This design comes from an exercise in tuning for small area and a short achievable clock period on the open sky130 flow, not from production work.
Only simulation tests tie the RTL to the original design; equivalence was not proved.
The clock port is modelled as an ideal driver; clocking choices that lean on that would not hold on a real chip.

## flow/design.v (module list and top-level ports; edited modules follow where they fit)
// module mul32_top: 20 lines
// module parallel_multiplier: 15 lines
// module booth_mul32: 3308 lines
// module mul_benc: 4 lines
// module mul_bsel: 3 lines
// module mul_bsel0: 3 lines
// module mul_bseln: 3 lines
// module mul_fa: 4 lines
// module mul_ha: 4 lines
// module mul_fa1: 4 lines
// module mul_inv: 3 lines
// module mul_xor: 3 lines
// module mul_xnor: 3 lines
// module mul_pgp: 4 lines
// module mul_gp: 3 lines
// module mul_pgn: 4 lines
// module mul_gn: 3 lines
module mul32_top (
    input  wire               clk,
    input  wire signed [31:0] a,
    input  wire signed [31:0] b,
    output reg  signed [63:0] product
);
  // ...
==> flow/flow/run.sh <==
#!/bin/bash
# Own layout flow: the standard flow (standard.sh) with these changes,
# hooked into ORFS:
#  - before floorplanning (PRE_FLOORPLAN_TCL), flow/downsize.tcl gives every
#    combinational cell the smallest drive strength of its function, so the
#    timing repair sizes up only the cells on critical paths;
#  - every input and output port still gets a buffer, but a plain buf_1
#    (BUFFER_PORTS_ARGS) rather than the delay cell buffer_ports picks;
set -euo pipefail
export PRE_FLOORPLAN_TCL="$PWD/flow/downsize.tcl"
export POST_CTS_TCL="$PWD/flow/skew.tcl"
export BUFFER_PORTS_ARGS="-buffer_cell sky130_fd_sc_hd__buf_1"
export SKEW_NS=2.0
export SKEW_HOLD_KEEP=-0.3
bash standard.sh synth > synth.log 2>&1
bash standard.sh SKIP_CTS_REPAIR_TIMING=1 finish > layout.log 2>&1
grep -h "downsize:" orfs/logs/*/mul32_top/base/2_1_floorplan.log > downsize.log || true
grep -h "skew:" orfs/logs/*/mul32_top/base/4_1_cts.log > skew.log || true
==> flow/flow/downsize.tcl <==
# Before floorplanning: give every combinational cell the smallest drive
# strength of its function (name sky130_fd_sc_hd__<func>_<N>), so that the
# timing repair later sizes up only the cells that need it.  Registers keep
# the cell synthesis gave them.
set db [ord::get_db]
set block [ord::get_db_block]
set masters [dict create]
foreach lib [$db getLibs] {
  foreach m [$lib getMasters] {
    set n [$m getName]
    if {[regexp {^(sky130_fd_sc_hd__[a-z0-9]+)_([0-9]+)$} $n -> base sz]} {
      dict lappend masters $base [list $sz $n]
    }
  }
}
set dont_use {}
if {[info exists ::env(DONT_USE_CELLS)]} { set dont_use $::env(DONT_USE_CELLS) }
set changed 0
foreach inst [$block getInsts] {
  set m [$inst getMaster]
  set n [$m getName]
  if {![regexp {^(sky130_fd_sc_hd__[a-z0-9]+)_([0-9]+)$} $n -> base sz]} { continue }
  if {[regexp {^sky130_fd_sc_hd__(df|dl|sdf|edf|conb|tap|fill|decap|clk|lpflow|probe|diode)} $n]} { continue }
  set best ""
  set bestsz 1000
  foreach c [dict get $masters $base] {
    lassign $c csz cn
    if {[lsearch -exact $dont_use $cn] >= 0} { continue }
    if {$csz < $bestsz} { set bestsz $csz; set best $cn }
  }
  if {$best ne "" && $best ne $n} {
    set nm [$db findMaster $best]
    if {[$nm getWidth] <= [$m getWidth]} {
      $inst swapMaster $nm
      incr changed
    }
  }
}
puts "downsize: $changed cells set to their smallest drive strength"
==> flow/flow/skew.tcl <==

set skew_ns 1.8
if {[info exists ::env(SKEW_NS)]} { set skew_ns $::env(SKEW_NS) }
set step 0.2
if {[info exists ::env(SKEW_STEP)]} { set step $::env(SKEW_STEP) }

set hold_keep 0.1
if {[info exists ::env(SKEW_HOLD_KEEP)]} { set hold_keep $::env(SKEW_HOLD_KEEP) }

set block [ord::get_db_block]
set db [ord::get_db]
set buf_master [$db findMaster sky130_fd_sc_hd__clkbuf_1]
set end_small [$db findMaster sky130_fd_sc_hd__clkbuf_4]
set end_big [$db findMaster sky130_fd_sc_hd__clkbuf_8]
set site_w 460
set row_h 2720

proc ck_arrival {name} {
  return [get_property [get_pins "$name/CLK"] arrival_max_rise]
}
proc out_arrival {inst} {
  return [get_property [get_pins "[$inst getName]/X"] arrival_max_rise]
}

estimate_parasitics -placement

set regs {}
set worst 1e9
foreach inst [$block getInsts] {
  set n [$inst getName]
  if {![string match "product*" $n]} { continue }
  set s [get_property [get_pins "$n/D"] slack_max]
  set h [get_property [get_pins "$n/D"] slack_min]
  lappend regs [list $inst $n $s $h]
  if {$s < $worst} { set worst $s }
}
puts "skew: worst product setup slack $worst ns, up to $skew_ns ns of skew in steps of $step ns"

# per clock-tree net: delay class -> registers
set groups [dict create]
foreach r $regs {
  lassign $r inst n s h
  set want [expr {$skew_ns - ($s - $worst)}]
  # no more than the hold slack allows
  if {$want > $h - $hold_keep} { set want [expr {$h - $hold_keep}] }
  set cls [expr {int(round($want / $step))}]
  if {$cls < 1} { continue }
  set net [[$inst findITerm CLK] getNet]
  dict lappend groups [$net getName] [list $cls $inst]
}

set nbuf 0
set gi 0
dict for {netname members} $groups {
  incr gi
  set net [$block findNet $netname]
  set sx 0; set sy 0
  set maxcls 0
  set classes [dict create]
  foreach m $members {
    lassign $m cls inst
    lassign [$inst getLocation] x y
    set sx [expr {$sx + $x}]; set sy [expr {$sy + $y}]
    if {$cls > $maxcls} { set maxcls $cls }
    dict lappend classes $cls $inst
  }
  set cx [expr {int($sx / [llength $members])}]
  set cy [expr {int($sy / [llength $members])}]
  set ref [[lindex [dict get $classes $maxcls] 0] getName]
  set base [ck_arrival $ref]

  # one end buffer per delay class, fed from the tree's net for now
  set ends [dict create]
  foreach cls [lsort -integer -decreasing [dict keys $classes]] {
    set endnet [odb::dbNet_create $block "skew_net_${gi}_c${cls}"]
    $endnet setSigType CLOCK
    foreach inst [dict get $classes $cls] {
      set it [$inst findITerm CLK]
      $it disconnect
      $it connect $endnet
    }
    if {[llength [dict get $classes $cls]] > 4} { set em $end_big } else { set em $end_small }
    set eb [odb::dbInst_create $block $em "skew_buf_${gi}_c${cls}"]
    $eb setLocation $cx [expr {$cy + $row_h}]
    $eb setPlacementStatus PLACED
    [$eb findITerm X] connect $endnet
    [$eb findITerm A] connect $net
    dict set ends $cls $eb
    incr nbuf
  }
  estimate_parasitics -placement

  # grow the chain from the tree's net; each class follows the chain's end
  # until its registers see their delay, then stays on that tap
  set active [dict keys $ends]
  set still {}
  foreach cls $active {
    set r [[lindex [dict get $classes $cls] 0] getName]
    if {[ck_arrival $r] - $base < $cls * $step - 0.045} { lappend still $cls }
  }
  set active $still
  set prevnet $net
  set k 0
  while {[llength $active] && $k < 60} {
    incr k
    set mid [odb::dbNet_create $block "skew_net_${gi}_$k"]
    $mid setSigType CLOCK
    set b [odb::dbInst_create $block $buf_master "skew_buf_${gi}_$k"]
    $b setLocation [expr {$cx + ($k % 16) * 3 * $site_w}] [expr {$cy - ($k / 16) * $row_h}]
    $b setPlacementStatus PLACED
    [$b findITerm A] connect $prevnet
    [$b findITerm X] connect $mid
    foreach cls $active {
      set a [[dict get $ends $cls] findITerm A]
      $a disconnect
      $a connect $mid
    }
    incr nbuf
    estimate_parasitics -placement
    set still {}
    foreach cls $active {
      set r [[lindex [dict get $classes $cls] 0] getName]
      if {[ck_arrival $r] - $base < $cls * $step - 0.045} { lappend still $cls }
    }
    set active $still
    set prevnet $mid
  }
  set msg ""
  foreach cls [lsort -integer [dict keys $classes]] {
    set r [[lindex [dict get $classes $cls] 0] getName]
    append msg [format " %.1f:%d->+%.2f" [expr {$cls * $step}] [llength [dict get $classes $cls]] [expr {[ck_arrival $r] - $base}]]
  }
  puts "skew: group $gi on $netname: $k chain buffers;$msg"
}
puts "skew: $nbuf buffers inserted"

set_placement_padding -global \
  -left $::env(CELL_PAD_IN_SITES_DETAIL_PLACEMENT) \
  -right $::env(CELL_PAD_IN_SITES_DETAIL_PLACEMENT)
detailed_placement
estimate_parasitics -placement
report_worst_slack -max
report_worst_slack -min

repair_timing_helper
detailed_placement
check_placement -verbose
estimate_parasitics -placement
report_worst_slack -max
report_worst_slack -min
set worst_ck 0
foreach r $regs {
  set sl [get_property [get_pins "[lindex $r 1]/CLK"] slew_max]
  if {$sl > $worst_ck} { set worst_ck $sl }
}
puts "skew: worst product clock-pin slew (placement estimate) $worst_ck ns"
==> flow/standard.sh <==
#!/bin/bash
# synth_recipe.tcl (not shown) runs the flow's synth.tcl, then flattens the netlist and writes it again
# the make line also repeats each setting of config.mk as NAME=value (left out here)
make -C /OpenROAD-flow-scripts/flow DESIGN_CONFIG=/design/flow/config.mk WORK_HOME=/design/flow/orfs CLKGATE_MAP_FILE= SYNTH_SCRIPT=/design/flow/synth_recipe.tcl "${@:-finish}"
==> flow/config.mk <==
export PLATFORM = sky130hd
export DESIGN_NAME = mul32_top
export DESIGN_NICKNAME = mul32_top
export VERILOG_FILES = /design/flow/design.v
export SDC_FILE = /design/flow/constraint.sdc
export NUM_CORES = 4
export LEC_CHECK = 0
export CAP_MARGIN = 20
export CORE_MARGIN = 2
export CORE_UTILIZATION = 45
export HOLD_SLACK_MARGIN = 0.08
export PLACE_DENSITY = 0.5
export SETUP_SLACK_MARGIN = 3.2
export SLEW_MARGIN = 20
export SYNTH_HIERARCHICAL = 1
==> flow/constraint.sdc <==
create_clock -name core_clock -period 8.0 [get_ports {clk}]
set_input_delay 1.6000 -clock core_clock [delete_from_list [all_inputs] [get_ports {clk}]]
set_output_delay 1.6000 -clock core_clock [all_outputs]
set_load 0.01 [all_outputs]
==> results.sh, run 1 <==
export IMPL_cp_common_cell="fa_1"
export IMPL_place_inst=3140
export IMPL_reg_top3="product x64, a_r x32, b_r x32"
export IMPL_wl_met2_um=46950
export IMPL_initial_core_util_pct=45.76
export IMPL_utilization_pct=58.38
export IMPL_fillers=4460
export IMPL_rr_startpoint="b_r[0]$_DFF_P_"
export IMPL_final_cell_area_um2=30070
export IMPL_fin_cells=3514
export IMPL_post_drt_wl_per_cell_um=29.78
export IMPL_start_kind="register"
export IMPL_core_area_um2=51510
export IMPL_multi_input_area_share_pct=73.56
export IMPL_largestClassByArea="multi-input combinational cells"
export IMPL_whs_ns=0.08854
export IMPL_n_all_inverters=86
export IMPL_via_count=22130
export IMPL_grt_max_degree=35
export IMPL_row_count=83
export IMPL_ios=129
export IMPL_status="timing/DRC/antenna clean"
export IMPL_die_width_um=232.9
export IMPL_startpoint="b_r[0]$_DFF_P_"
export IMPL_dr_pass1_iters=6
export IMPL_routed_wl_um=104600
export IMPL_ys_warnings_count=7
export IMPL_cp_num_cells=19
export IMPL_syn_inst=2221
export IMPL_setup_ws_ns=3.138
export IMPL_routed_top_layer="met5"
export IMPL_clk_latency_ns=2.56
==> run 2: changes to the inputs <==
--- a/flow/flow/skew.tcl
+++ b/flow/flow/skew.tcl
@@ -11,4 +11,6 @@
 set db [ord::get_db]
 set buf_master [$db findMaster sky130_fd_sc_hd__clkbuf_1]
+# a delay cell gives more delay per area for the bulk of a chain
+set dly_master [$db findMaster sky130_fd_sc_hd__dlygate4sd3_1]
 set end_small [$db findMaster sky130_fd_sc_hd__clkbuf_4]
 set end_big [$db findMaster sky130_fd_sc_hd__clkbuf_8]
@@ -52,4 +54,5 @@
 set nbuf 0
 set gi 0
+set all_ends {}
 dict for {netname members} $groups {
   incr gi
@@ -106,6 +109,14 @@
     set mid [odb::dbNet_create $block "skew_net_${gi}_$k"]
     $mid setSigType CLOCK
-    set b [odb::dbInst_create $block $buf_master "skew_buf_${gi}_$k"]
-    $b setLocation [expr {$cx + ($k % 16) * 3 * $site_w}] [expr {$cy - ($k / 16) * $row_h}]
+    # the delay still missing for the nearest class
+    set gap 1e9
+    foreach cls $active {
+      set r [[lindex [dict get $classes $cls] 0] getName]
+      set g [expr {$cls * $step - ([ck_arrival $r] - $base)}]
+      if {$g < $gap} { set gap $g }
+    }
+    if {$gap > 0.75} { set bm $dly_master } else { set bm $buf_master }
+    set b [odb::dbInst_create $block $bm "skew_buf_${gi}_$k"]
+    $b setLocation [expr {$cx + ($k % 8) * 8 * $site_w}] [expr {$cy - ($k / 8) * $row_h}]
     $b setPlacementStatus PLACED
     [$b findITerm A] connect $prevnet
@@ -132,4 +143,44 @@
   }
   puts "skew: group $gi on $netname: $k chain buffers;$msg"
+  dict for {cls eb} $ends { lappend all_ends $eb }
+}
+
+# keep the registers' clock-pin slew well under the limit: a stronger end
+# buffer, or a stronger chain buffer in front of it
+set up_master [dict create \
+  sky130_fd_sc_hd__clkbuf_1 sky130_fd_sc_hd__clkbuf_2 \
+  sky130_fd_sc_hd__clkbuf_2 sky130_fd_sc_hd__clkbuf_4 \
+  sky130_fd_sc_hd__clkbuf_4 sky130_fd_sc_hd__clkbuf_8 \
+  sky130_fd_sc_hd__clkbuf_8 sky130_fd_sc_hd__clkbuf_16]
+for {set pass 0} {$pass < 3} {incr pass} {
+  set changed 0
+  foreach eb $all_ends {
+    set en [$eb getName]
+    set worst_sl 0
+    foreach it [[[$eb findITerm X] getNet] getITerms] {
+      if {[[$it getMTerm] getName] ne "CLK"} { continue }
+      set sl [get_property [get_pins "[[$it getInst] getName]/CLK"] slew_max]
+      if {$sl > $worst_sl} { set worst_sl $sl }
+    }
+    if {$worst_sl <= 0.07} { continue }
+    set in_sl [get_property [get_pins "$en/A"] slew_max]
+    if {$in_sl > 0.09} {
+      # strengthen the chain buffer that drives this end buffer
+      set drv ""
+      foreach it [[[$eb findITerm A] getNet] getITerms] {
+        if {[$it isOutputSignal]} { set drv [$it getInst] }
+      }
+      if {$drv ne "" && [dict exists $up_master [[$drv getMaster] getName]]} {
+        $drv swapMaster [$db findMaster [dict get $up_master [[$drv getMaster] getName]]]
+        incr changed
+      }
+    } elseif {[dict exists $up_master [[$eb getMaster] getName]]} {
+      $eb swapMaster [$db findMaster [dict get $up_master [[$eb getMaster] getName]]]
+      incr changed
+    }
+  }
+  estimate_parasitics -placement
+  puts "skew: slew pass $pass: $changed buffers sized up"
+  if {$changed == 0} { break }
 }
 puts "skew: $nbuf buffers inserted"
==> results.sh, run 2 <==
export IMPL_ys_warnings_count=7
export IMPL_ios=129
export IMPL_grt_first_pass_wirelength_um=153500
export IMPL_hold_class="register to register"
export IMPL_dr_pass1_iters=6
export IMPL_gr_total_overflow=0
export IMPL_core_area_um2=51510
export IMPL_final_cell_mix="545 x xnor2_1, 481 x a22oi_1, 405 x fa_1"
export IMPL_initial_core_util_pct=45.76
export IMPL_setup_worst_path_class="register to register"
export IMPL_tritoncts="yes"
export IMPL_arrival_ns=6.59
export IMPL_io_buffers=128
export IMPL_finalSetupTns_ns=0
export IMPL_nets=3347
export IMPL_worst_pin_slew_ns=1.051
export IMPL_grt_pass1_vias=23600
export IMPL_die_width_um=232.9
export IMPL_post_drt_wl_per_cell_um=30.41
export IMPL_status="timing/DRC/antenna clean"
export IMPL_route_detailed_drc=0
export IMPL_dieArea_um2=54230
export IMPL_rsz0062_at_grt="yes"
export IMPL_max_cap_violations=0
export IMPL_period_needed_ns=4.862
export IMPL_slew_headroom_pct=29.72
export IMPL_layout_drive_gt1_share_pct=17.98
export IMPL_fillers=4538
export IMPL_holdCritStartpoint="b_r[31]$_DFF_P_"
export IMPL_viasPerCell=6.375
export IMPL_grt_usage_pct=39.21
export IMPL_cp_required_ns=9.72
export IMPL_rr_startpoint="b_r[15]$_DFF_P_"
export IMPL_globalplace_congestion=0.9439
export IMPL_largest_reg_flops=64
export IMPL_ant_nets=0
export IMPL_antennaDiodeCount=0
export IMPL_drt_iter0_markers=2512
export IMPL_grt_max_degree=35
export IMPL_via_count=21920
export IMPL_endpoint_kind="register"
export IMPL_reg_top3="product x64, a_r x32, b_r x32"
export IMPL_wl_met1_um=40460
export IMPL_dp_hpwl_um=69960
export IMPL_fmax_mhz=205.7
export IMPL_antenna_found_initial=1
export IMPL_routed_top_layer="met5"
export IMPL_mostFrequentLayoutCell="xnor2_1"
export IMPL_critPathMaxFanout=10
export IMPL_setup_violations_final=0
export IMPL_utilization_pct=57.95
export IMPL_startpoint="b_r[15]$_DFF_P_"
export IMPL_final_hold_viol_count=0
export IMPL_row_count=83
export IMPL_drv_slew=0
export IMPL_wl_met3_um=12290
export IMPL_syn_inst=2221
export IMPL_clk_latency_ns=2.44
export IMPL_clk_pin_slew_ns=0.06
export IMPL_wl_met2_um=46730
export IMPL_finalCritPeriodShare_pct=60.77
export IMPL_routed_wl_um=104600
export IMPL_cts_sinks=128
export IMPL_start_kind="register"
export IMPL_fin_skew_ns=1.965
export IMPL_die_h_um=232.9
export IMPL_regMostFlops="product"
[run 2: cell types whose count changed in the layout (fill, tap and decap cells not counted), moves of 3 or more]
cell | previous run | this run
clkbuf_4 | 26 | 23
clkbuf_8 | 1 | 4
dfxtp_1 | 83 | 86
a21oi_2 | 25 | 28
buf_4 | 160 | 163
clkbuf_1 | 182 | 103
dlygate4sd3_1 | 36 | 32
a21oi_1 | 79 | 76
[run 2: final timing paths]
| check | to | slack [ns] | cells past startpoint |
|---|---|---|---|
| hold / removal | product[44]$_DFF_P_ | 0.11 | 8 |
| hold reg to reg | product[44]$_DFF_P_ | 0.11 | 8 |
| setup / recovery | product[32]$_DFF_P_ | 3.14 | 18 |
| setup reg to reg | product[32]$_DFF_P_ | 3.14 | 18 |
[run 2: worst max-delay path: stages (launching register included)]
cell and delay [ns]:
dfxtp_4 0.52, xor2_4 0.65, a22oi_1 0.22, xnor2_1 0.18, fa_1 0.44, fa_1 0.50, fa_1 0.45, fa_1 0.54
fa_1 0.42, ha_1 0.30, ha_1 0.34, a21oi_2 0.29, o21ai_0 0.22, a21oi_1 0.24, o21ai_2 0.11, a21oi_2 0.21
inv_1 0.09, a21oi_2 0.13, xnor2_1 0.21
[run 2: per-layer routing]
layer	GRT usage, %	vias to the layer above
met5	1.103	-
met4	19.69	4
met3	11.96	304
met2	59.95	1526
met1	50.17	11090
li1	-	8991
[run 2: layout make-up, without the clock buffers]
cell class / count / area, µm² / share of cell area, %
inverter: 86 / 322.8 / 1.081
tap: 680 / 850.8 / 2.850
buffer: 141 / 719.4 / 2.410
sequential: 128 / 2670 / 8.945
clock inverter: 15 / 182.7 / 0.6120
timing repair buffer: 349 / 2527 / 8.467
multi-input combinational: 2022 / 22150 / 74.21
[run 2: stage by stage]
stage	hold WS (ns)	instance area (µm²)	setup slack [ns]	std cells
after global routing	0.08671	29850	3.106	3438
after detailed placement	0.8065	26900	0.7950	3140
after floorplan	0.9169	24780	1.988	2234
final	0.1099	29850	3.138	3438
after global placement	0.8104	26890	0.8416	3140

[port drivers added, routing unchanged]
The flow's constraints put no driver on any port. The routed layouts listed below were extracted and timed again, unchanged, in two steps. Step 1 (the two cells are an assumption about what drives the block):
set clk [get_ports {clk}]
set_driving_cell -lib_cell sky130_fd_sc_hd__clkbuf_16 $clk
set_driving_cell -lib_cell sky130_fd_sc_hd__buf_2 [delete_from_list [all_inputs] $clk]
Step 2, shift: input delay + t, output delay - t, t = (earliest + latest rising clock arrival at the registers) / 2. This alone moves slack from input paths to output paths. a / b / c = ideal / step 1 / step 2; a / b = the first two.
| run | shift t [ns] | setup slack, ns | clock arrival spread, ns | worst slew at a driven data input, ns |
|---|---|---|---|---|
| run 1 | 1.571 | 3.138 / 3.138 / 3.138 | 2.099 / 2.099 | 0.03 |
| run 2 | 1.509 | 3.138 / 3.138 / 3.138 | 1.964 / 1.964 | 0.03 |
Clock arrivals are far apart in run 1 and run 2, so t is only a midpoint there and step 2 fits no single register.
